From an optimization exercise on the open Yosys and OpenROAD flow, aimed at small area, a short achievable clock period and few clock cycles; shortcuts taken in it are not production practice. RTL that was checked went through simulation tests only; none was proved equivalent to the original. The RTL of run 4 was laid out without a check of its function. Power is estimated from default activity; no workload was simulated.

$ cat flow/design.v
`timescale 1ns / 1ps
module checkfr_fsm(
    input  [31:0] num_in,
    output        res,
    output        inf,
    output [24:0] inc
    );
    wire [7:0]  e = num_in[30:23];
    wire [22:0] m = num_in[22:0];
    wire        in_rng = (e[7:5] == 3'b100) && (e[4:0] <= 5'd23);    
    wire [4:0]  t = 5'd23 - e[4:0];                                    
    genvar i;
    generate
        for (i = 0; i < 25; i = i + 1) begin : g_inc
            assign inc[i] = (t == i);
        end
    endgenerate
    wire [22:0] fmask;
    generate
        for (i = 0; i < 23; i = i + 1) begin : g_mask
            assign fmask[i] = (e >= 8'd150) || ({1'b0, e} + i <= 9'd149);
        end
    endgenerate
    assign res = num_in[31] || (e <= 8'd127) || ((m & fmask) != 23'd0);
    assign inf = !in_rng;
endmodule
`timescale 1ns / 1ps
module sum_align(
    input  [31:0] a, b,
    output        mx_s,
    output [7:0]  mx_e,
    output [22:0] mx_m,
    output        sub,
    output [23:0] sh
    );
    wire       a_gt = a[30:0] > b[30:0];
    wire [31:0] mx = a_gt ? a : b;
    wire [31:0] mn = a_gt ? b : a;
    wire [7:0]  d  = mx[30:23] - mn[30:23];
    assign sh   = (d >= 8'd24) ? 24'd0 : ({1'b1, mn[22:0]} >> d[4:0]);
    assign mx_s = mx[31];
    assign mx_e = mx[30:23];
    assign mx_m = mx[22:0];
    assign sub  = a[31] ^ b[31];
endmodule
module sum_add(
    input  [22:0] mx_m,
    input  [23:0] sh,
    input         sub,
    output [24:0] mant
    );
    assign mant = sub ? ({1'b0, 1'b1, mx_m} - {1'b0, sh}) : ({1'b0, 1'b1, mx_m} + {1'b0, sh});
endmodule
module sum_norm(
    input  [24:0] mant,
    input  [7:0]  mx_e,
    output [30:0] res
    );
    reg [4:0] carry;
    integer i;
    always @(*) begin
        carry = 5'd0;
        for (i = 0; i <= 24; i = i + 1)
            if (mant[i]) carry = i;
    end
    wire [24:0] shl = mant << (5'd23 - carry);
    wire [22:0] m_res = mant[24] ? mant[23:1] : shl[22:0];
    wire [7:0]  e_res = mx_e + {3'b000, carry} - 8'd23;
    assign res = {e_res, m_res};
endmodule
`timescale 1ns / 1ps
module del_fsm(
    input  [24:0] r,
    input  [23:0] d,
    output [24:0] r_nx,
    output [1:0]  q
    );
    wire [25:0] t1 = {1'b0, r} - {2'b00, d};
    wire        b1 = !t1[25];
    wire [24:0] r1 = {(b1 ? t1[23:0] : r[23:0]), 1'b0};
    wire [25:0] t2 = {1'b0, r1} - {2'b00, d};
    wire        b2 = !t2[25];
    assign r_nx = {(b2 ? t2[23:0] : r1[23:0]), 1'b0};
    assign q = {b1, b2};
endmodule
`timescale 1ns / 1ps
module pow2_fsm(
    input  [23:0] m,
    input  [24:0] acc,
    input  [1:0]  pair,
    input         last,
    output [24:0] acc_nx
    );
    wire [25:0] s = {1'b0, acc} + (pair[0] ? {2'b00, m} : 26'd0)
                                + (pair[1] ? {1'b0, m, 1'b0} : 26'd0);
    assign acc_nx = last ? s[25:1] : {1'b0, s[25:2]};
endmodule
`timescale 1ns / 1ps
module fsm(
    input [15:0] dataIn,
    input R_I,
    input reset,
    input clk,
    output reg r_o,
    output reg [1:0] err,
    output [31:0] dataOut,
    output ready
    );
    localparam [3:0] W1 = 4'd0, W2 = 4'd1, W3 = 4'd2, W4 = 4'd3,
                     CHK = 4'd4, MD = 4'd5, S1 = 4'd6, S2 = 4'd7, S3 = 4'd8;
    reg [3:0]  state;
    reg        rdy;
    reg [31:0] reg_x;
    reg [31:0] reg_n;
    reg [24:0] cnt;         
    reg        last;        
    reg [3:0]  it;
    reg [24:0] acc;         
    reg [24:0] rem;         
    reg [23:0] quo;
    reg [7:0]  mx_e;
    reg        mx_s;
    reg        sub;
    wire take = rdy & R_I;
    wire        fr_err, fr_inf;
    wire [24:0] fr_inc;
    checkfr_fsm FR(.num_in(reg_n), .res(fr_err), .inf(fr_inf), .inc(fr_inc));
    wire [24:0] tgt = {1'b1, reg_n[22:0], 1'b0};
    wire [23:0] xm = {1'b1, reg_x[22:0]};
    wire [1:0]  pair = xm[{it[3:0], 1'b0} +: 2];
    wire [24:0] acc_nx;
    pow2_fsm PW(.m(xm), .acc(acc), .pair(pair), .last(it == 4'd11), .acc_nx(acc_nx));
    wire [24:0] rem_nx;
    wire [1:0]  qb;
    del_fsm DL(.r(rem), .d(xm), .r_nx(rem_nx), .q(qb));
    wire [7:0]  xe   = reg_x[30:23];
    wire [7:0]  sq_e = {xe[6:0], 1'b0} + 8'd129 + {7'd0, acc[24]};
    wire [22:0] sq_m = acc[24] ? acc[23:1] : acc[22:0];
    wire [30:0] sq   = {sq_e, sq_m};
    wire        over = xe[7] ? (reg_x[30:0] > sq) : (reg_x[30:0] < sq);
    wire [7:0]  qt_e = reg_n[30:23] - xe + 8'd127 - {7'd0, !quo[23]};
    wire [22:0] qt_m = quo[23] ? quo[22:0] : {quo[21:0], 1'b0};
    wire [31:0] qt   = {reg_n[31] ^ reg_x[31], qt_e, qt_m};
    wire        al_s, al_sub;
    wire [7:0]  al_e;
    wire [22:0] al_m;
    wire [23:0] al_sh;
    sum_align SA(.a({1'b0, sq}), .b(qt), .mx_s(al_s), .mx_e(al_e), .mx_m(al_m),
                 .sub(al_sub), .sh(al_sh));
    wire [24:0] mant;
    sum_add SD(.mx_m(acc[22:0]), .sh(rem[23:0]), .sub(sub), .mant(mant));
    wire [30:0] nres;
    sum_norm SN(.mant(rem), .mx_e(mx_e), .res(nres));
    always @(posedge clk) begin
        if (reset) begin
            state <= W1;
            rdy <= 1'b1;
            r_o <= 1'b0;
        end else begin
            r_o <= 1'b0;
            case (state)
                W1: if (take) begin
                    reg_x[31:16] <= dataIn;
                    state <= W2;
                end
                W2: if (take) begin
                    reg_x[15:0] <= dataIn;
                    if ({reg_x[31:16], dataIn} == 32'd0) begin
                        err <= 2'b11;
                        r_o <= 1'b1;
                        state <= W1;
                    end else
                        state <= W3;
                end
                W3: if (take) begin
                    reg_n[31:16] <= dataIn;
                    state <= W4;
                end
                W4: if (take) begin
                    reg_n[15:0] <= dataIn;
                    rdy <= 1'b0;
                    state <= CHK;
                end
                CHK: begin
                    r_o <= 1'b1;
                    if (fr_err) begin
                        err <= 2'b10;
                        reg_x <= 32'd0;
                        rdy <= 1'b1;
                        state <= W1;
                    end else begin
                        err <= 2'b00;
                        cnt <= fr_inc;
                        acc <= 25'd0;
                        rem <= {1'b0, 1'b1, reg_n[22:0]};
                        it <= 4'd0;
                        state <= MD;
                    end
                end
                MD: begin
                    acc <= acc_nx;
                    rem <= rem_nx;
                    quo <= {quo[21:0], qb};
                    it <= it + 4'd1;
                    if (it == 4'd0) cnt <= cnt + fr_inc;
                    if (it == 4'd1) last <= !fr_inf && (cnt == tgt);
                    if (it == 4'd11) state <= S1;
                end
                S1: begin
                    if (over) begin
                        err <= 2'b01;
                        reg_x <= 32'd0;
                        r_o <= 1'b1;
                        rdy <= 1'b1;
                        state <= W1;
                    end else begin
                        acc[22:0] <= al_m;
                        rem[23:0] <= al_sh;
                        mx_e <= al_e;
                        mx_s <= al_s;
                        sub <= al_sub;
                        state <= S2;
                    end
                end
                S2: begin
                    rem <= mant;
                    state <= S3;
                end
                S3: begin
                    reg_x <= {mx_s, nres};
                    r_o <= 1'b1;
                    acc <= 25'd0;
                    rem <= {1'b0, 1'b1, reg_n[22:0]};
                    it <= 4'd0;
                    if (last) begin
                        rdy <= 1'b1;
                        state <= W1;
                    end else
                        state <= MD;
                end
                default: begin
                    state <= W1;
                    rdy <= 1'b1;
                end
            endcase
        end
    end
    assign dataOut = reg_x;
    assign ready = rdy;
endmodule
$ cat flow/run.sh
#!/bin/bash
# synth_recipe.tcl (not shown) runs the flow's synth.tcl, then flattens the netlist and writes it again
# the make line also repeats each setting of config.mk as NAME=value (left out here)
make -C /OpenROAD-flow-scripts/flow DESIGN_CONFIG=/design/flow/config.mk WORK_HOME=/design/flow/orfs CLKGATE_MAP_FILE= SYNTH_SCRIPT=/design/flow/synth_recipe.tcl finish
$ cat flow/config.mk
export PLATFORM = sky130hd
export DESIGN_NAME = fsm
export DESIGN_NICKNAME = fsm
export VERILOG_FILES = /design/flow/design.v
export SDC_FILE = /design/flow/constraint.sdc
export NUM_CORES = 4
export LEC_CHECK = 0
export CAP_MARGIN = 20
export CORE_MARGIN = 2
export CORE_UTILIZATION = 40
export SLEW_MARGIN = 20
$ cat flow/constraint.sdc
create_clock -name core_clock -period 10.0 [get_ports {clk}]
set_input_delay 2.0000 -clock core_clock [delete_from_list [all_inputs] [get_ports {clk}]]
set_output_delay 2.0000 -clock core_clock [all_outputs]
set_load 0.01 [all_outputs]
==> impl_metrics.py, run 1 <==
metrics = {
    "run_status": {
        "status": "complete, no violations",
    },
    "timing": {
        "finalSetupViolCount": 0,
        "report.final.slew_viol_count": 0,
        "final_hold_viol_count": 0,
        "fin_crit_sh_pct": 91.8,
        "period_needed_ns": 9.18,
        "slew_headroom_pct": 27.6,
        "setup_tns_ns": 0,
        "fmaxAchievable_ghz": 0.109,
        "rsz0062_at_grt": "false",
        "worst_pin_slew_ns": 1.08,
        "fin_skew_ns": 0.0149,
    },
    "clock_tree": {
        "cts_sinks": 186,
        "cts_buffer_depth": 2,
        "cts_resized": 0,
        "cts_setup_buffers": 0,
        "postCtsHoldBufs": 0,
        "htree_levels": 4,
        "path_clk_slew_ns": 0.08,
        "clock_latency_ns": 0.50,
        "cts_root_buf": "clkbuf_16",
        "tritoncts.num_buffers": 17,
        "cts_tree": "built",
    },
    "power": {
        "p_leak_nw": 10.6,
        "total_power_mw": 2.59,
        "p_per_area_nw_per_um2": 99.7,
        "ir_drop_mv": 0.129,
    },
    "detailed_routing": {
        "num_vias": 23300,
        "ant_nets": 0,
        "dr.pass1.iters": 8,
        "drc_errors": 0,
        "vias_per_cell": 6.35,
        "wire_per_inst_um": 26.1,
        "drtIter0Drc": 2658,
        "wl_mm": 96.1,
    },
    "place": {
        "port_buffers": 54,
        "dp.cells": 3646,
        "gp_congestion": 1.09,
        "hpwl_mm": 73.6,
    },
    "worst_setup_path": {
        "cp_cell_sequence": "clkinv_1 -> ha_1 -> inv_1 -> ha_1 -> ha_1 -> xnor2_1 -> ha_1 -> nand4_1 -> nor4_1 -> nand3_1 -> nor4_4 -> a21o_1 -> mux2i_2 -> ha_1 -> nor3_1 -> a221oi_1 -> and3_1 -> buf_4 -> mux2i_1 -> nand2_1 -> o2111ai_1 -> o31ai_1 -> a21oi_1 -> o221ai_1",
        "cp_max_fo": 30,
        "critPathMaxStageDelay_ns": 0.99,
        "crit_path_start_kind": "flip-flop",
        "crit_slowest_cell": "edfxtp_1",
        "crit_arrival_ns": 9.41,
        "endpoint_kind": "flip-flop",
        "startpoint": "reg_n[26]",
        "timing.rr.start": "reg_n[26]",
        "critical_path_class": "flip-flop to flip-flop",
        "critical_path_required_ns": 10.23,
        "crit_path_frequent_cell": "ha_1",
    },
    "logic_synthesis": {
        "ys_warn_count": 2,
        "synth_edf_count": 180,
        "synth_top_cell_by_area": "edfxtp_1",
        "synth_area_um2": 23900,
        "syn_nets": 3199,
        "syn_area_per_cell_um2": 8.19,
        "async_flop_share_pct": 0,
        "synth_top_area_share_pct": 22.6,
        "ys.flop_type": "edfxtp_1",
        "postSynthCellCount": 2919,
        "ys_seq_elements": 186,
        "yosysUniqueCellTypes": 97,
        "synth_area_leaders": "edfxtp_1 23%, ha_1 12%, xnor2_1 5.1%",
        "yosysSeqAreaShare_pct": 23.1,
    },
    "final_layout": {
        "layout.cells.most_common": "nand2_1",
        "area_delta_synth_final_pct": 8.59,
        "drive_above_1_share_pct": 6.78,
        "num-fill-cells": 5934,
        "nets": 3172,
        "antennaDiodeCount": 0,
        "stdcell_count": 3678,
        "post-route-util_pct": 44.0,
        "final_cell_mix": "298 x nand2_1, 236 x a21oi_1, 235 x nor2_1, 231 x inv_1, 231 x ha_1",
    },
    "run": {
        "max_cap_viol_count": 0,
    },
    "global_routing": {
        "gr-total-overflow": 0,
        "use_met1_pct": 38.4,
        "busiest_layer": "met2",
        "grtUsageMet2_pct": 49.3,
        "grt_pass1_vias": 22600,
        "grt_pass1_wl_mm": 143,
        "antenna_found_initial": 2,
        "grt_use_total_pct": 30.2,
        "grt_max_degree": 66,
        "use_met3_pct": 6.26,
    },
    "min_path": {
        "hold_class": "flip-flop to flip-flop",
        "hp-start": "quo[14]",
    },
    "floorplanning": {
        "initial_core_util_pct": 40.5,
        "die_h_um": 249,
        "rows": 89,
        "coreArea_um2": 59000,
        "die-area_um2": 61800,
        "fp.dieW_um": 249,
        "ios": 55,
    },
}
worst max-delay path: cells and delay by family, from the launching register on:
family,cells,cell delay [ns]
buffers and inverters,3,1.08
multiplexers,2,0.52
XOR/XNOR,1,0.43
flip-flops,1,0.99
AO/OA/AOI/OAI,6,1.14
adder cells (fa/ha/maj),5,1.78
AND/OR/NAND/NOR,7,2.96
logic make-up after synthesis:
logic type,after synthesis,synth area share [%]
buffers and inverters,388,6.20
DFF,186,23.1
muxes,184,9.27
AOI/OAI and AO/OA,852,22.9
adders and majority gates,266,14.8
xor gates and xnor gates,200,7.51
and+or+nand+nor,843,16.2
synthesized netlist by cell type, types with 16 or more instances:
master	instances
a211oi_1	29
a21o_1	55
a21oi_1	236
a22oi_1	16
a31oi_1	23
and3_1	18
buf_1	20
clkbuf_1	115
edfxtp_1	180
fa_1	30
ha_1	231
inv_1	231
mux2_2	43
mux2i_1	114
mux4_2	25
nand2_1	299
nand2b_1	36
nand3_1	67
nand4_1	23
nor2_1	237
nor2b_1	31
nor3_1	44
nor4_1	28
o211ai_1	21
o21a_1	34
o21ai_0	184
o21ai_1	23
o221ai_1	20
o22ai_1	31
o31ai_1	30
xnor2_1	140
xor2_1	55
power breakdown:
group / internal, mW / switching [mW] / leakage, nW
sequential: 0.859 / 0.0272 / 1.73
clock: 0.472 / 0.356 / 0.316
combinational: 0.310 / 0.564 / 8.60
total: 1.64 / 0.947 / 10.6
metrics by stage:
| stage | hold WS, ns | cell area (µm²) | setup slack, ns |
|---|---|---|---|
| 2_1_floorplan | 0.443 | 23900 | 2.32 |
| 4_1_cts | 0.480 | 26000 | 0.911 |
| 3_5_place_dp | 0.466 | 25300 | 0.926 |
| 5_1_grt | 0.496 | 26000 | 0.333 |
| 6_report | 0.488 | 26000 | 0.820 |
| 3_3_place_gp | 0.464 | 25300 | 0.911 |
state kept, by name (all words and copies together), names as in the netlist:
signal	count
reg_n	32
quo	24
err	2
reg_x	32
rem	25
it	4
r_o	1
mx_s	1
state	4
sub	1
acc	25
rdy	1
mx_e	8
last	1
cnt	25
final cells by class:
type                            count  area (µm²)  share of cell area, %
Multi-Input combinational cell   2345       17000                   65.4
Sequential cell                   186        5530                   21.3
Tap cell                          773         967                   3.72
Timing Repair Buffer              103         923                   3.56
Inverter                          239         897                   3.45
Clock buffer                       19         433                   1.67
Clock inverter                     13         240                  0.925
per-layer routing:
layer	share of wire (%)	routed length (µm)
met1	40	38800
met5	0.014	13
met2	46	44100
met4	4.9	4660
met3	8.9	8530
worst paths after layout:
| kind | to | slack, ns | cells after the start |
|---|---|---|---|
| setup / recovery | rem[7] | 0.82 | 24 |
| hold / removal | quo[16] | 0.49 | 0 |
| setup reg to reg | rem[7] | 0.82 | 24 |
| hold reg to reg | quo[16] | 0.49 | 0 |
Testbench counts, summed over its fixed seeds: cycles 23,218.
==> run 2: changes to the inputs <==
--- a/flow/design.v
+++ b/flow/design.v
@@ -7,41 +7,40 @@
     );
     wire [7:0]  e = num_in[30:23];
     wire [22:0] m = num_in[22:0];
-    wire        in_rng = (e[7:5] == 3'b100) && (e[4:0] <= 5'd23);    
-    wire [4:0]  t = 5'd23 - e[4:0];                                    
+    wire [4:0]  u = e[4:0];
+    wire        ge150 = e[7] & ((e[6:5] != 2'b00) | (u >= 5'd22));
+    wire [22:0] fmask;
     genvar i;
     generate
+        for (i = 0; i < 23; i = i + 1) begin : g_mask
+            if (i <= 21) begin : g_lo
+                assign fmask[i] = ge150 | (u <= 5'd21 - i);
+            end else begin : g_hi
+                assign fmask[i] = ge150;
+            end
+        end
         for (i = 0; i < 25; i = i + 1) begin : g_inc
-            assign inc[i] = (t == i);
+            assign inc[i] = (u == 5'd23 - i);
         end
     endgenerate
-    wire [22:0] fmask;
-    generate
-        for (i = 0; i < 23; i = i + 1) begin : g_mask
-            assign fmask[i] = (e >= 8'd150) || ({1'b0, e} + i <= 9'd149);
-        end
-    endgenerate
-    assign res = num_in[31] || (e <= 8'd127) || ((m & fmask) != 23'd0);
-    assign inf = !in_rng;
+    assign res = num_in[31] | !e[7] | ((m & fmask) != 23'd0);
+    assign inf = !(e[7:5] == 3'b100 && u <= 5'd23);
 endmodule
 `timescale 1ns / 1ps
 module sum_align(
-    input  [31:0] a, b,
-    output        mx_s,
-    output [7:0]  mx_e,
+    input  [22:0] am, bm,
+    input         e_gt, e_eq,
+    input  [7:0]  ad,
+    output        a_gt,
     output [22:0] mx_m,
-    output        sub,
     output [23:0] sh
     );
-    wire       a_gt = a[30:0] > b[30:0];
-    wire [31:0] mx = a_gt ? a : b;
-    wire [31:0] mn = a_gt ? b : a;
-    wire [7:0]  d  = mx[30:23] - mn[30:23];
-    assign sh   = (d >= 8'd24) ? 24'd0 : ({1'b1, mn[22:0]} >> d[4:0]);
-    assign mx_s = mx[31];
-    assign mx_e = mx[30:23];
-    assign mx_m = mx[22:0];
-    assign sub  = a[31] ^ b[31];
+    wire        m_gt = am > bm;
+    assign a_gt = e_gt | (e_eq & m_gt);
+    wire [22:0] mn_e = e_gt ? bm : am;       
+    wire [23:0] shd  = (ad >= 8'd24) ? 24'd0 : ({1'b1, mn_e} >> ad[4:0]);
+    assign sh   = e_eq ? {1'b1, (m_gt ? bm : am)} : shd;
+    assign mx_m = a_gt ? am : bm;
 endmodule
 module sum_add(
     input  [22:0] mx_m,
@@ -118,7 +117,10 @@
     reg [24:0] acc;         
     reg [24:0] rem;         
     reg [23:0] quo;
-    reg [7:0]  mx_e;
+    reg [7:0]  mx_e;        
+    reg [7:0]  sqe;         
+    reg [7:0]  ad;          
+    reg        e_gt, e_eq;  
     reg        mx_s;
     reg        sub;
     wire take = rdy & R_I;
@@ -134,19 +136,21 @@
     wire [1:0]  qb;
     del_fsm DL(.r(rem), .d(xm), .r_nx(rem_nx), .q(qb));
     wire [7:0]  xe   = reg_x[30:23];
-    wire [7:0]  sq_e = {xe[6:0], 1'b0} + 8'd129 + {7'd0, acc[24]};
+    wire        f24  = xm >= 24'hB504F4;           
+    wire [7:0]  sq_e = {xe[6:0], 1'b0} + 8'd129 + {7'd0, f24};
+    wire [7:0]  qt_e = reg_n[30:23] - xe + 8'd127 - {7'd0, !quo[1]};
+    wire [8:0]  dsq  = {1'b0, sq_e} - {1'b0, qt_e};
+    wire [8:0]  dqt  = {1'b0, qt_e} - {1'b0, sq_e};
+    wire        qs   = reg_n[31] ^ reg_x[31];
     wire [22:0] sq_m = acc[24] ? acc[23:1] : acc[22:0];
-    wire [30:0] sq   = {sq_e, sq_m};
+    wire [30:0] sq   = {sqe, sq_m};
     wire        over = xe[7] ? (reg_x[30:0] > sq) : (reg_x[30:0] < sq);
-    wire [7:0]  qt_e = reg_n[30:23] - xe + 8'd127 - {7'd0, !quo[23]};
     wire [22:0] qt_m = quo[23] ? quo[22:0] : {quo[21:0], 1'b0};
-    wire [31:0] qt   = {reg_n[31] ^ reg_x[31], qt_e, qt_m};
-    wire        al_s, al_sub;
-    wire [7:0]  al_e;
+    wire        al_agt;
     wire [22:0] al_m;
     wire [23:0] al_sh;
-    sum_align SA(.a({1'b0, sq}), .b(qt), .mx_s(al_s), .mx_e(al_e), .mx_m(al_m),
-                 .sub(al_sub), .sh(al_sh));
+    sum_align SA(.am(sq_m), .bm(qt_m), .e_gt(e_gt), .e_eq(e_eq), .ad(ad),
+                 .a_gt(al_agt), .mx_m(al_m), .sh(al_sh));
     wire [24:0] mant;
     sum_add SD(.mx_m(acc[22:0]), .sh(rem[23:0]), .sub(sub), .mant(mant));
     wire [30:0] nres;
@@ -203,7 +207,15 @@
                     quo <= {quo[21:0], qb};
                     it <= it + 4'd1;
                     if (it == 4'd0) cnt <= cnt + fr_inc;
-                    if (it == 4'd1) last <= !fr_inf && (cnt == tgt);
+                    if (it == 4'd1) begin
+                        last <= !fr_inf && (cnt == tgt);
+                        sqe  <= sq_e;
+                        e_gt <= dqt[8];
+                        e_eq <= (dsq == 9'd0);
+                        ad   <= dsq[8] ? dqt[7:0] : dsq[7:0];
+                        mx_e <= dsq[8] ? qt_e : sq_e;
+                        sub  <= qs;
+                    end
                     if (it == 4'd11) state <= S1;
                 end
                 S1: begin
@@ -216,9 +228,7 @@
                     end else begin
                         acc[22:0] <= al_m;
                         rem[23:0] <= al_sh;
-                        mx_e <= al_e;
-                        mx_s <= al_s;
-                        sub <= al_sub;
+                        mx_s <= al_agt ? 1'b0 : sub;
                         state <= S2;
                     end
                 end
==> impl_metrics.py, run 2 <==
metrics = {
    "logic_synthesis": {
        "synth_area_leaders": "edfxtp_1 25%, ha_1 12%, mux2i_1 4.4%",
        "synth_edf_count": 198,
        "yosysUniqueCellTypes": 92,
        "synth_top_area_share_pct": 24.9,
        "synth-adder-area-share_pct": 14.4,
        "synth-xor-area-share_pct": 6.19,
        "syn_area_per_cell_um2": 8.59,
        "postSynthCellCount": 2784,
        "synth_commonest_cells": "248 x inv_1, 235 x nand2_1, 223 x ha_1, 223 x nor2_1, 207 x a21oi_1",
        "muxShareOfSynthArea_pct": 10.5,
        "async_flop_share_pct": 0,
        "synth-simple-area-share_pct": 14.9,
        "synth-compound-area-share_pct": 22.1,
        "synth_top_cell_by_area": "edfxtp_1",
        "ys_warn_count": 2,
        "synth_top_family_by_area": "compound AO/OA/AOI/OAI gates",
        "yosysSeqAreaShare_pct": 25.4,
        "ys.flop_type": "edfxtp_1",
        "post-synth-top-count-cell": "inv_1",
        "ys_seq_elements": 204,
        "syn_nets": 3058,
        "synth_area_um2": 23900,
    },
    "global_routing": {
        "grt_max_degree": 47,
        "antenna_found_initial": 6,
        "grt_pass1_wl_mm": 145,
        "grt_use_total_pct": 30.8,
        "grt_pass1_vias": 21600,
        "gr-total-overflow": 0,
    },
    "clock_tree": {
        "cts_tree": "built",
        "cts_buffer_depth": 3,
        "postCtsHoldBufs": 0,
        "path_clk_slew_ns": 0.07,
        "tritoncts.num_buffers": 27,
        "htree_levels": 1,
        "cts_resized": 0,
        "cts_root_buf": "clkbuf_16",
        "cts_setup_buffers": 0,
        "cts_sinks": 204,
        "clock_latency_ns": 0.59,
    },
    "floorplanning": {
        "initial_core_util_pct": 40.5,
        "ios": 55,
        "rows": 89,
        "coreArea_um2": 59000,
        "fp.dieW_um": 248,
        "die_h_um": 248,
        "die-area_um2": 61700,
    },
    "worst_setup_path": {
        "critical_path_class": "flip-flop to flip-flop",
        "cp_top_family": "compound AO/OA/AOI/OAI gates",
        "cp_num_buf_inv": 3,
        "critPathMaxStageDelay_ns": 0.75,
        "crit_path_start_kind": "flip-flop",
        "startpoint": "reg_x[17]",
        "rr_endpoint": "rem[6]",
        "r2r_cells": 22,
        "cp.depth": 22,
        "reg2reg_slack_ns": 2.80,
        "crit_end": "rem[6]",
        "critical_path_required_ns": 10.33,
        "cp_cell_sequence": "inv_1 -> ha_1 -> nand4_1 -> or2_1 -> a211oi_1 -> o311a_1 -> o21a_4 -> nor2_8 -> inv_2 -> a21oi_1 -> ha_1 -> nor2b_1 -> o31ai_1 -> nand3b_1 -> a41o_1 -> a41oi_1 -> o21ai_0 -> o211a_1 -> and4_1 -> nor2_4 -> inv_2 -> a311o_1",
        "crit_arrival_ns": 7.53,
        "crit_slowest_cell": "edfxtp_1",
        "cp_max_fo": 24,
        "timing.rr.start": "reg_x[17]",
        "endpoint_kind": "flip-flop",
    },
    "timing": {
        "fin_crit_sh_pct": 72.0,
        "rsz0062_at_grt": "false",
        "report.final.slew_viol_count": 0,
        "period_needed_ns": 7.20,
        "slew_headroom_pct": 22.0,
        "fmaxAchievable_ghz": 0.139,
        "finalSetupViolCount": 0,
        "final_hold_viol_count": 0,
        "setup_tns_ns": 0,
        "worst_pin_slew_ns": 1.17,
        "fin_skew_ns": 0.0243,
    },
    "power": {
        "p_per_area_nw_per_um2": 90.6,
        "p_leak_nw": 10.6,
        "total_power_mw": 2.36,
        "ir_drop_mv": 0.142,
    },
    "final_layout": {
        "layout.cells.most_common": "inv_1",
        "antennaDiodeCount": 0,
        "area_delta_synth_final_pct": 8.74,
        "nets": 3030,
        "stdcell_count": 3547,
        "top_regs": "reg_n (32), reg_x (32)",
        "drive_above_1_share_pct": 7.79,
        "final_cell_mix": "248 x inv_1, 235 x nand2_1, 223 x ha_1, 221 x nor2_1, 203 x a21oi_1",
    },
    "detailed_routing": {
        "wire_per_inst_um": 27.7,
        "num_vias": 22800,
        "drtIter0Drc": 2689,
        "ant_nets": 0,
        "wl_mm": 98.4,
        "drc_errors": 0,
        "vias_per_cell": 6.42,
        "dr.pass1.iters": 12,
    },
    "min_path": {
        "hold_class": "flip-flop to flip-flop",
    },
    "place": {
        "hpwl_mm": 77.0,
        "port_buffers": 54,
        "gp_congestion": 1.00,
        "dp.cells": 3500,
    },
    "run": {
        "max_cap_viol_count": 0,
    },
    "run_status": {
        "status": "complete, no violations",
    },
}
## run 2: cell types whose count changed after synthesis, sizes merged, moves of 21 or more
cell	change
a21oi	-30
o21ai	-23
mux2	+21
o211ai	+21
xnor2	-36
nand2	-64
## run 2: cell families after synthesis
group,count (synthesis)
and+or+nand+nor,753
buffers and inverters,394
AOI/OAI and AO/OA,808
muxes,201
xor gates and xnor gates,169
adders and majority gates,255
DFF,204
## run 2: worst min-delay path by stage
stage	to	start	cells past startpoint	slack (ns)
global route	quo[4]	quo[2]	0	0.49
CTS	quo[5]	quo[3]	0	0.47
finish	quo[5]	quo[3]	0	0.47
global placement	quo[5]	quo[3]	0	0.46
floorplan	quo[10]	quo[8]	0	0.44
detailed placement	quo[5]	quo[3]	0	0.46
## run 2: final cells by class
cell class / instances / area [µm²]
multi-input cells: 2186 / 16400
clock buffers: 34 / 702
inverters: 255 / 957
flip-flops and latches: 204 / 6070
repair buffers: 82 / 751
fillers: 5874 / 33000
clock inverters: 13 / 150
well taps: 773 / 967
## run 2: worst reg2reg max path: cells and delay by family (launching register included)
family	cells	cell delay (ns)
compound gates	10	2.84
fa+ha+maj	2	0.76
buf+inv	3	0.77
flops	1	0.75
simple gates	7	1.83
## run 2: metal layers
metal | part of all wire [%] | track usage, % | wire length (µm) | vias to the layer above
met1 | 42 | 42.2 | 41600 | 11100
met2 | 44 | 48.1 | 43500 | 1249
met5 | 0.045 | 0 | 44 | -
met4 | 4.6 | 11.9 | 4570 | 6
li1 | - | - | - | 10200
met3 | 8.8 | 5.41 | 8640 | 217
## run 2: report_power, final
group / internal [mW] / switching (mW)
Sequential: 0.948 / 0.0195
Combinational: 0.157 / 0.235
Clock: 0.571 / 0.425
## run 2: per-stage QoR
stage	utilization [%]	hold slack, ns	worst slack [ns]	instance area (µm²)
floorplan	-	0.440	4.29	23900
global placement	42.6	0.455	3.08	25100
detailed placement	42.6	0.459	2.96	25100
CTS	44.0	0.472	2.93	26000
global route	44.0	0.492	2.50	26000
finish	44.0	0.471	2.80	26000
Testbench counts of run 2, summed over its fixed seeds: cycles 23,218.
==> run 3: changes to the inputs <==
--- a/flow/config.mk
+++ b/flow/config.mk
@@ -8,4 +8,5 @@
 export CAP_MARGIN = 20
 export CORE_MARGIN = 2
 export CORE_UTILIZATION = 40
+export SETUP_SLACK_MARGIN = 5
 export SLEW_MARGIN = 20
==> impl_metrics.py, run 3 <==
metrics = {
    "detailed_routing": {
        "dr.pass1.iters": 6,
        "num_vias": 23600,
        "drc_errors": 0,
        "vias_per_cell": 6.42,
        "ant_nets": 0,
        "wire_per_inst_um": 28.3,
        "drtIter0Drc": 2971,
        "wl_mm": 104,
    },
    "logic_synthesis": {
        "syn_nets": 3058,
        "post-synth-top-count-cell": "inv_1",
        "postSynthCellCount": 2784,
        "synth_top_cell_by_area": "edfxtp_1",
        "synth_area_um2": 23900,
        "synth_edf_count": 198,
        "yosysSeqAreaShare_pct": 25.4,
        "ys.flop_type": "edfxtp_1",
        "synth_commonest_cells": "248 x inv_1, 235 x nand2_1, 223 x ha_1, 223 x nor2_1, 207 x a21oi_1",
        "yosysUniqueCellTypes": 92,
        "async_flop_share_pct": 0,
        "ys_seq_elements": 204,
        "syn_area_per_cell_um2": 8.59,
        "synth_area_leaders": "edfxtp_1 25%, ha_1 12%, mux2i_1 4.4%",
        "ys_warn_count": 2,
        "synth_top_area_share_pct": 24.9,
    },
    "floorplanning": {
        "die-area_um2": 61700,
        "ios": 55,
        "coreArea_um2": 59000,
        "rows": 89,
        "initial_core_util_pct": 40.5,
        "die_h_um": 248,
        "fp.dieW_um": 248,
    },
    "final_layout": {
        "num-fill-cells": 5656,
        "top_regs": "reg_n (32), reg_x (32)",
        "nets": 3150,
        "final_cell_mix": "244 x inv_1, 235 x nand2_1, 217 x nor2_1, 202 x ha_1, 198 x edfxtp_1",
        "area_delta_synth_final_pct": 16.9,
        "postLayoutCellArea_um2": 27900,
        "layout.cells.most_common": "inv_1",
        "drive_above_1_share_pct": 15.0,
    },
    "timing": {
        "setup_tns_ns": 0,
        "report.final.slew_viol_count": 0,
        "fin_skew_ns": 0.0298,
        "fmaxAchievable_ghz": 0.179,
        "finalSetupViolCount": 0,
        "rsz0062_at_grt": "true",
        "final_hold_viol_count": 0,
        "slew_headroom_pct": 15.8,
        "worst_pin_slew_ns": 1.26,
        "setup_ws_ns": 4.42,
        "fin_crit_sh_pct": 55.8,
        "period_needed_ns": 5.58,
    },
    "worst_setup_path": {
        "endpoint_kind": "flip-flop",
        "cp_max_fo": 11,
        "critical_path_class": "flip-flop to flip-flop",
        "crit_path_start_kind": "flip-flop",
        "critical_path_required_ns": 10.33,
        "crit_arrival_ns": 5.91,
        "startpoint": "reg_x[18]",
        "timing.rr.start": "reg_x[18]",
    },
    "global_routing": {
        "antenna_found_initial": 4,
        "grt_use_total_pct": 32.0,
        "grt_pass1_vias": 22300,
        "grt_pass1_wl_mm": 150,
        "grt_max_degree": 49,
        "gr-total-overflow": 0,
    },
    "place": {
        "placed_area_um2": 25200,
        "gp_congestion": 1.02,
        "dp_slack_ns": 3.51,
        "port_buffers": 54,
        "hpwl_mm": 77.8,
    },
    "clock_tree": {
        "cts_buffer_depth": 3,
        "cts_root_buf": "clkbuf_16",
        "cts_sinks": 204,
        "htree_levels": 1,
        "path_clk_slew_ns": 0.08,
        "cts_tree": "built",
        "tritoncts.num_buffers": 29,
        "clock_latency_ns": 0.61,
    },
    "run": {
        "max_cap_viol_count": 0,
    },
    "power": {
        "ir_drop_mv": 0.144,
        "total_power_mw": 2.61,
        "p_per_area_nw_per_um2": 93.2,
        "p_leak_nw": 11.5,
    },
    "min_path": {
        "hp-start": "quo[19]",
        "hold_class": "flip-flop to flip-flop",
    },
    "run_status": {
        "status": "complete, no violations",
    },
}
## run 3: cell counts after synthesis
Identical to the previous run, type by type.
## run 3: path summary, 6_finish.rpt
path,endpoint,slack (ns),cells past startpoint
worst max register to register,rem[21],4.42,25
worst min-delay path,quo[21],0.47,0
worst min register to register,quo[21],0.47,0
worst max-delay path,rem[21],4.42,25
## run 3: final cells by class
cell class                 count  area, µm²  area share, %
clock inverter                22        313           1.12
timing repair buffer         196       1750           6.27
tap                          773        967           3.46
antenna                        2       5.00         0.0179
clock buffer                  32        737           2.64
timing repair inverter         2       17.5         0.0627
inverter                     255        976           3.49
sequential                   204       6070           21.7
multi-input combinational   2188      17100           61.2
## run 3: cells by family (layout without fill, tap and decap cells)
kind of cell               count (synthesis)  after routing  synth area share (%)
AOI/OAI and AO/OA                        808            810                  22.1
xor gates and xnor gates                 169            169                  6.19
adders and majority gates                255            255                  14.4
buffers and inverters                    394            507                  6.56
DFF                                      204            204                  25.4
muxes                                    201            201                  10.5
other                                      0              2                     0
and+or+nand+nor                          753            753                  14.9
## run 3: what timing repair did
| action | in CTS | in global routing |
|---|---|---|
| pin swaps | 50 | 34 |
| hold buffers | 0 | 0 |
| setup buffers | 88 | 22 |
| setup endpoints to repair | 65 | 79 |
| resized for setup | 80 | 65 |
| gates cloned | 5 | 2 |
## run 3: per-layer routing
layer	global-route usage, %	wire length (µm)	part of all wire, %	vias to the layer above
li1	-	-	-	10400
met1	42.9	42300	41	11400
met2	49.2	45400	44	1420
met3	6.26	10300	9.9	297
met4	15.8	5950	5.7	2
met5	0	14	0.013	-
## run 3: report_power, final
group | internal [mW] | total [mW] | switching, mW
Clock | 0.715 | 1.18 | 0.461
Combinational | 0.196 | 0.470 | 0.274
Sequential | 0.947 | 0.959 | 0.0119
## run 3: stage by stage
step	utilization, %	hold WS [ns]	cells
3_5_place_dp	42.7	0.455	3501
3_3_place_gp	42.7	0.451	3501
4_1_cts	46.5	0.463	3648
5_1_grt	47.3	0.486	3672
2_1_floorplan	-	0.440	2784
6_report	47.3	0.472	3674
## run 3: critical path: stages, from the launching register on
cell and delay (ns):
edfxtp_1 0.47, inv_1 0.13, ha_2 0.41, nand4_1 0.20, or2_1 0.31, o32ai_2 0.25
o311a_1 0.26, o21a_4 0.20, nor2_8 0.07, buf_12 0.16, buf_4 0.14, inv_6 0.14
nor2_2 0.06, a21oi_2 0.15, inv_2 0.06, ha_4 0.30, nand2_1 0.09, o22ai_2 0.17
a41o_1 0.21, a41oi_2 0.15, o21ai_1 0.22, o211ai_1 0.23, o21ai_4 0.31, nor2_4 0.11
buf_12 0.15, a311o_1 0.35
==> run 4: changes to the inputs <==
--- a/flow/design.v
+++ b/flow/design.v
@@ -42,13 +42,13 @@
     assign sh   = e_eq ? {1'b1, (m_gt ? bm : am)} : shd;
     assign mx_m = a_gt ? am : bm;
 endmodule
-module sum_add(
-    input  [22:0] mx_m,
-    input  [23:0] sh,
+module sum_fsm(
+    input  [24:0] a,
+    input  [23:0] b,
     input         sub,
-    output [24:0] mant
-    );
-    assign mant = sub ? ({1'b0, 1'b1, mx_m} - {1'b0, sh}) : ({1'b0, 1'b1, mx_m} + {1'b0, sh});
+    output [25:0] s
+    );
+    assign s = {1'b0, a} + ({2'b00, b} ^ {26{sub}}) + {25'd0, sub};
 endmodule
 module sum_norm(
     input  [24:0] mant,
@@ -71,16 +71,19 @@
 module del_fsm(
     input  [24:0] r,
     input  [23:0] d,
+    input  [25:0] t2,         
     output [24:0] r_nx,
     output [1:0]  q
     );
-    wire [25:0] t1 = {1'b0, r} - {2'b00, d};
-    wire        b1 = !t1[25];
-    wire [24:0] r1 = {(b1 ? t1[23:0] : r[23:0]), 1'b0};
-    wire [25:0] t2 = {1'b0, r1} - {2'b00, d};
-    wire        b2 = !t2[25];
-    assign r_nx = {(b2 ? t2[23:0] : r1[23:0]), 1'b0};
-    assign q = {b1, b2};
+    wire [26:0] r2 = {1'b0, r, 1'b0};
+    wire [26:0] t1 = r2 - {3'b000, d};
+    wire [26:0] t3 = r2 - {3'b000, d} - {2'b00, d, 1'b0};
+    wire        n1 = t1[26];
+    wire        n2 = t2[25];
+    wire        n3 = t3[26];
+    assign q = !n3 ? 2'd3 : !n2 ? 2'd2 : !n1 ? 2'd1 : 2'd0;
+    wire [23:0] sel = !n3 ? t3[23:0] : !n2 ? {t2[22:0], 1'b0} : !n1 ? t1[23:0] : r2[23:0];
+    assign r_nx = {sel, 1'b0};
 endmodule
 `timescale 1ns / 1ps
 module pow2_fsm(
@@ -124,6 +127,7 @@
     reg        mx_s;
     reg        sub;
     wire take = rdy & R_I;
+    wire md = (state == MD);
     wire        fr_err, fr_inf;
     wire [24:0] fr_inc;
     checkfr_fsm FR(.num_in(reg_n), .res(fr_err), .inf(fr_inf), .inc(fr_inc));
@@ -132,16 +136,16 @@
     wire [1:0]  pair = xm[{it[3:0], 1'b0} +: 2];
     wire [24:0] acc_nx;
     pow2_fsm PW(.m(xm), .acc(acc), .pair(pair), .last(it == 4'd11), .acc_nx(acc_nx));
+    wire [25:0] as_s;
+    sum_fsm SD(.a(rem), .b(md ? xm : acc[23:0]), .sub(md | sub), .s(as_s));
     wire [24:0] rem_nx;
     wire [1:0]  qb;
-    del_fsm DL(.r(rem), .d(xm), .r_nx(rem_nx), .q(qb));
+    del_fsm DL(.r(rem), .d(xm), .t2(as_s), .r_nx(rem_nx), .q(qb));
     wire [7:0]  xe   = reg_x[30:23];
     wire        f24  = xm >= 24'hB504F4;           
     wire [7:0]  sq_e = {xe[6:0], 1'b0} + 8'd129 + {7'd0, f24};
-    wire [7:0]  qt_e = reg_n[30:23] - xe + 8'd127 - {7'd0, !quo[1]};
-    wire [8:0]  dsq  = {1'b0, sq_e} - {1'b0, qt_e};
-    wire [8:0]  dqt  = {1'b0, qt_e} - {1'b0, sq_e};
-    wire        qs   = reg_n[31] ^ reg_x[31];
+    wire [8:0]  dsq  = {1'b0, sqe} - {1'b0, mx_e};
+    wire [8:0]  dqt  = {1'b0, mx_e} - {1'b0, sqe};
     wire [22:0] sq_m = acc[24] ? acc[23:1] : acc[22:0];
     wire [30:0] sq   = {sqe, sq_m};
     wire        over = xe[7] ? (reg_x[30:0] > sq) : (reg_x[30:0] < sq);
@@ -151,8 +155,6 @@
     wire [23:0] al_sh;
     sum_align SA(.am(sq_m), .bm(qt_m), .e_gt(e_gt), .e_eq(e_eq), .ad(ad),
                  .a_gt(al_agt), .mx_m(al_m), .sh(al_sh));
-    wire [24:0] mant;
-    sum_add SD(.mx_m(acc[22:0]), .sh(rem[23:0]), .sub(sub), .mant(mant));
     wire [30:0] nres;
     sum_norm SN(.mant(rem), .mx_e(mx_e), .res(nres));
     always @(posedge clk) begin
@@ -206,17 +208,26 @@
                     rem <= rem_nx;
                     quo <= {quo[21:0], qb};
                     it <= it + 4'd1;
-                    if (it == 4'd0) cnt <= cnt + fr_inc;
-                    if (it == 4'd1) begin
-                        last <= !fr_inf && (cnt == tgt);
-                        sqe  <= sq_e;
-                        e_gt <= dqt[8];
-                        e_eq <= (dsq == 9'd0);
-                        ad   <= dsq[8] ? dqt[7:0] : dsq[7:0];
-                        mx_e <= dsq[8] ? qt_e : sq_e;
-                        sub  <= qs;
-                    end
-                    if (it == 4'd11) state <= S1;
+                    case (it)
+                        4'd0: begin
+                            cnt  <= cnt + fr_inc;
+                            sqe  <= sq_e;
+                            mx_e <= reg_n[30:23] - xe + 8'd126;
+                            sub  <= reg_n[31] ^ reg_x[31];
+                        end
+                        4'd1: begin
+                            last <= !fr_inf && (cnt == tgt);
+                            mx_e <= mx_e + {7'd0, quo[1]};
+                        end
+                        4'd2: begin
+                            e_gt <= dqt[8];
+                            e_eq <= (dsq == 9'd0);
+                            ad   <= dsq[8] ? dqt[7:0] : dsq[7:0];
+                            mx_e <= dsq[8] ? mx_e : sqe;
+                        end
+                        4'd11: state <= S1;
+                        default: ;
+                    endcase
                 end
                 S1: begin
                     if (over) begin
@@ -226,14 +237,14 @@
                         rdy <= 1'b1;
                         state <= W1;
                     end else begin
-                        acc[22:0] <= al_m;
-                        rem[23:0] <= al_sh;
+                        rem <= {2'b01, al_m};
+                        acc[23:0] <= al_sh;
                         mx_s <= al_agt ? 1'b0 : sub;
                         state <= S2;
                     end
                 end
                 S2: begin
-                    rem <= mant;
+                    rem <= as_s[24:0];
                     state <= S3;
                 end
                 S3: begin
==> flow/flow/run.sh (new file) <==
#!/bin/bash
# Standard ORFS layout, with timing repair aimed below the design's period.
set -euo pipefail
MARGIN=$(cat flow/margin.txt)
sed "s/^make -C/make SETUP_SLACK_MARGIN=$MARGIN -C/" standard.sh > standard_margin.sh
bash standard_margin.sh > make.log 2>&1
==> flow/flow/margin.txt (new file) <==
6.5
==> flow/standard.sh (new file) <==
#!/bin/bash
# synth_recipe.tcl (not shown) runs the flow's synth.tcl, then flattens the netlist and writes it again
# the make line also repeats each setting of config.mk as NAME=value (left out here)
make -C /OpenROAD-flow-scripts/flow DESIGN_CONFIG=/design/flow/config.mk WORK_HOME=/design/flow/orfs CLKGATE_MAP_FILE= SYNTH_SCRIPT=/design/flow/synth_recipe.tcl "${@:-finish}"
--- a/flow/config.mk
+++ b/flow/config.mk
@@ -8,5 +8,4 @@
 export CAP_MARGIN = 20
 export CORE_MARGIN = 2
 export CORE_UTILIZATION = 40
-export SETUP_SLACK_MARGIN = 5
 export SLEW_MARGIN = 20
removed: flow/run.sh
==> impl_metrics.py, run 4 <==
metrics = {
    "final_layout": {
        "nets": 3466,
        "layout.cells.most_common": "nand2_1",
        "regArea_um2": 6070,
        "num-fill-cells": 5542,
        "final_cell_mix": "311 x nand2_1, 205 x o21ai_0, 204 x nor2_1, 203 x buf_4, 198 x edfxtp_1",
        "post-route-util_pct": 52.3,
        "top_regs": "reg_n (32), reg_x (32)",
        "drive_above_1_share_pct": 24.5,
        "area_delta_synth_final_pct": 28.6,
        "multi_input_area_um2": 19500,
    },
    "power": {
        "p_comb_share_pct": 19.3,
        "clockPowerShare_pct": 41.5,
        "p_leak_nw": 12.9,
        "switching_share_pct": 29.5,
        "ir_drop_mv": 0.129,
        "p_int_mw": 1.71,
        "p_per_area_nw_per_um2": 76.6,
        "p_sw_uw": 715,
        "power.share.sequential_pct": 39.2,
    },
    "detailed_routing": {
        "wl_mm": 113,
        "drtIter0Drc": 3192,
        "wire_per_inst_um": 28.3,
        "drc_errors": 0,
        "vias_per_cell": 6.50,
        "ant_nets": 0,
        "dr.pass1.iters": 6,
        "num_vias": 26000,
    },
    "floorplanning": {
        "rows": 90,
        "die-area_um2": 63600,
        "die_h_um": 252,
        "ios": 55,
        "fp.dieW_um": 252,
        "coreArea_um2": 60600,
        "initial_core_util_pct": 40.7,
    },
    "clock_tree": {
        "cts_buffer_depth": 3,
        "postCtsHoldBufs": 0,
        "path_clk_slew_ns": 0.06,
        "cts_root_buf": "clkbuf_16",
        "cts_sinks": 204,
        "htree_levels": 1,
        "tritoncts.num_buffers": 27,
        "cts_tree": "built",
        "clock_latency_ns": 0.59,
    },
    "timing": {
        "finalSetupViolCount": 0,
        "slew_headroom_pct": 24.5,
        "fin_crit_sh_pct": 51.1,
        "report.final.slew_viol_count": 0,
        "rsz0062_at_grt": "true",
        "setup_tns_ns": 0,
        "worst_pin_slew_ns": 1.13,
        "fmaxAchievable_ghz": 0.196,
        "final_hold_viol_count": 0,
        "period_needed_ns": 5.11,
        "fin_skew_ns": 0.0130,
    },
    "global_routing": {
        "antenna_found_initial": 4,
        "grt_use_total_pct": 34.1,
        "grt_max_degree": 73,
        "grt_pass1_wl_mm": 162,
        "grt_pass1_vias": 24700,
        "gr-total-overflow": 0,
    },
    "logic_synthesis": {
        "ys_warn_count": 2,
        "ys_seq_elements": 204,
        "syn_area_per_cell_um2": 8.34,
        "synth_area_leaders": "edfxtp_1 24%, ha_1 11%, o21ai_0 5.1%",
        "synth_top_cell_by_area": "edfxtp_1",
        "synth_commonest_cells": "330 x nand2_1, 250 x o21ai_0, 228 x nor2_1, 220 x ha_1, 211 x inv_1",
        "yosysUniqueCellTypes": 107,
        "yosysSeqAreaShare_pct": 24.6,
        "syn_nets": 3223,
        "postSynthCellCount": 2952,
        "async_flop_share_pct": 0,
        "synth_top_area_share_pct": 24.1,
        "ys.flop_type": "edfxtp_1",
        "synth_edf_count": 198,
        "synth_area_um2": 24600,
        "post-synth-top-count-cell": "nand2_1",
    },
    "worst_setup_path": {
        "crit_arrival_ns": 5.37,
        "r2r_cells": 20,
        "timing.rr.start": "reg_x[1]",
        "startpoint": "reg_x[1]",
        "reg2reg_slack_ns": 4.89,
        "critical_path_class": "flip-flop to flip-flop",
        "cp_max_fo": 8,
        "rr_endpoint": "rem[21]",
        "critical_path_required_ns": 10.27,
        "crit_path_start_kind": "flip-flop",
        "endpoint_kind": "flip-flop",
        "crit_end": "rem[21]",
    },
    "place": {
        "hpwl_mm": 81.1,
        "port_buffers": 54,
        "gp_congestion": 1.06,
    },
    "run": {
        "max_cap_viol_count": 0,
    },
    "min_path": {
        "hold_class": "flip-flop to flip-flop",
    },
    "run_status": {
        "status": "complete, no violations",
    },
}
-- run 4: cell count changes after synthesis, moves of 13 or more --
cell,before,now
mux2_2,64,32
inv_1,248,211
o22ai_1,27,43
nand2_1,235,330
o21ai_0,177,250
a22oi_1,7,30
a21oi_1,207,193
nand4b_1,15,2
mux2i_1,104,124
o211ai_1,43,29
xor2_1,63,78
-- run 4: cell type report --
class / instances / share of cell area [%]
antenna: 2 / 0.0158
clock buffer: 32 / 2.19
timing repair buffer: 347 / 10.8
tap: 782 / 3.09
timing repair inverter: 1 / 0.0119
clock inverter: 16 / 0.569
sequential: 204 / 19.2
multi-input combinational: 2398 / 61.5
inverter: 216 / 2.69
-- run 4: cell families after synthesis --
kind of cell	share of synthesized area, %
buffers and inverters	5.95
AND/OR/NAND/NOR	15.9
adder cells (fa/ha/maj)	13.8
flip-flops	24.6
XOR/XNOR	6.54
multiplexers	8.94
AO/OA/AOI/OAI	24.2
-- run 4: power groups by stage --
stage          Clock [mW]  Combinational, mW  Sequential (mW)
2_1_floorplan           0              0.224            0.971
3_3_place_gp            0              0.338            0.978
3_5_place_dp            0              0.341            0.979
4_1_cts              1.00              0.405            0.950
5_1_grt              1.04              0.490            0.951
6_report             1.01              0.469            0.951
-- run 4: worst min-delay path by stage --
stage,startpoint,cells after the start,endpoint
global route,quo[17],0,quo[19]
floorplan,quo[13],0,quo[15]
detailed placement,quo[5],0,quo[7]
finish,quo[17],0,quo[19]
global placement,quo[3],0,quo[5]
CTS,quo[17],0,quo[19]
-- run 4: critical path, cell delays in order (launching register included) --
cell and delay, ns:
edfxtp_1 0.50, inv_2 0.13, ha_4 0.22, nand2b_4 0.08, a21oi_2 0.08, o311a_4 0.39, buf_4 0.14, nor3_2 0.25
o21bai_1 0.19, xor2_1 0.28, ha_2 0.38, a21oi_4 0.21, o22ai_4 0.09, or4_4 0.48, o211ai_2 0.09, and2b_1 0.22
o21ai_4 0.22, mux2_4 0.39, buf_12 0.15, nand2_8 0.10, o211ai_1 0.15
-- run 4: routing by layer --
| layer | track usage [%] | wire, µm |
|---|---|---|
| met5 | 0 | 0 |
| met2 | 54.4 | 49600 |
| met3 | 7.16 | 12000 |
| met4 | 17.3 | 7560 |
| met1 | 43.6 | 44000 |
-- run 4: repair_timing --
item | in CTS | in global routing
setup buffers | 186 | 58
setup endpoints to repair | 282 | 214
gates resized for setup | 407 | 224
cloned | 17 | 0
pin swaps | 75 | 86
-- run 4: stage by stage --
step	cell area (µm²)	instances	setup slack [ns]	hold WS (ns)	power [mW]
floorplan	25100	2952	5.13	0.440	1.19
finish	31700	3998	4.89	0.524	2.43
global placement	26200	3687	3.91	0.463	1.32
detailed placement	26200	3687	3.88	0.471	1.32
global route	31700	3996	4.79	0.535	2.48
CTS	30200	3938	5.00	0.498	2.36

## static timing again, ports no longer ideal
No port has a modelled driver above. Below, the same layouts with a new extraction and two added sets of constraints.
Step 1: set_driving_cell puts a clkbuf_16 on clk and a buf_2 on each other input, an assumption about the parent block.
Step 2 times the ports against the registers' clock, not the clock port: input delays grow and output delays shrink by t, the midpoint of the rising clock arrivals with the driver on.
Three values: ideal, step 1, step 2; two values: the first two.
| run | t (ns) | slack for setup (ns) | latest minus earliest clock arrival (ns) | worst data-port slew with drivers (ns) |
|---|---|---|---|---|
| run 1 | 0.564 | 0.820 / 0.820 / 0.820 | 0.015 / 0.015 | 0.04 |
| run 2 | 0.639 | 2.796 / 2.796 / 2.796 | 0.026 / 0.025 | 0.04 |
| run 3 | 0.663 | 4.424 / 4.424 / 4.424 | 0.030 / 0.029 | 0.06 |
| run 4 | 0.641 | 4.894 / 4.894 / 4.894 | 0.013 / 0.013 | 0.04 |
After both steps every run listed still meets setup and hold.
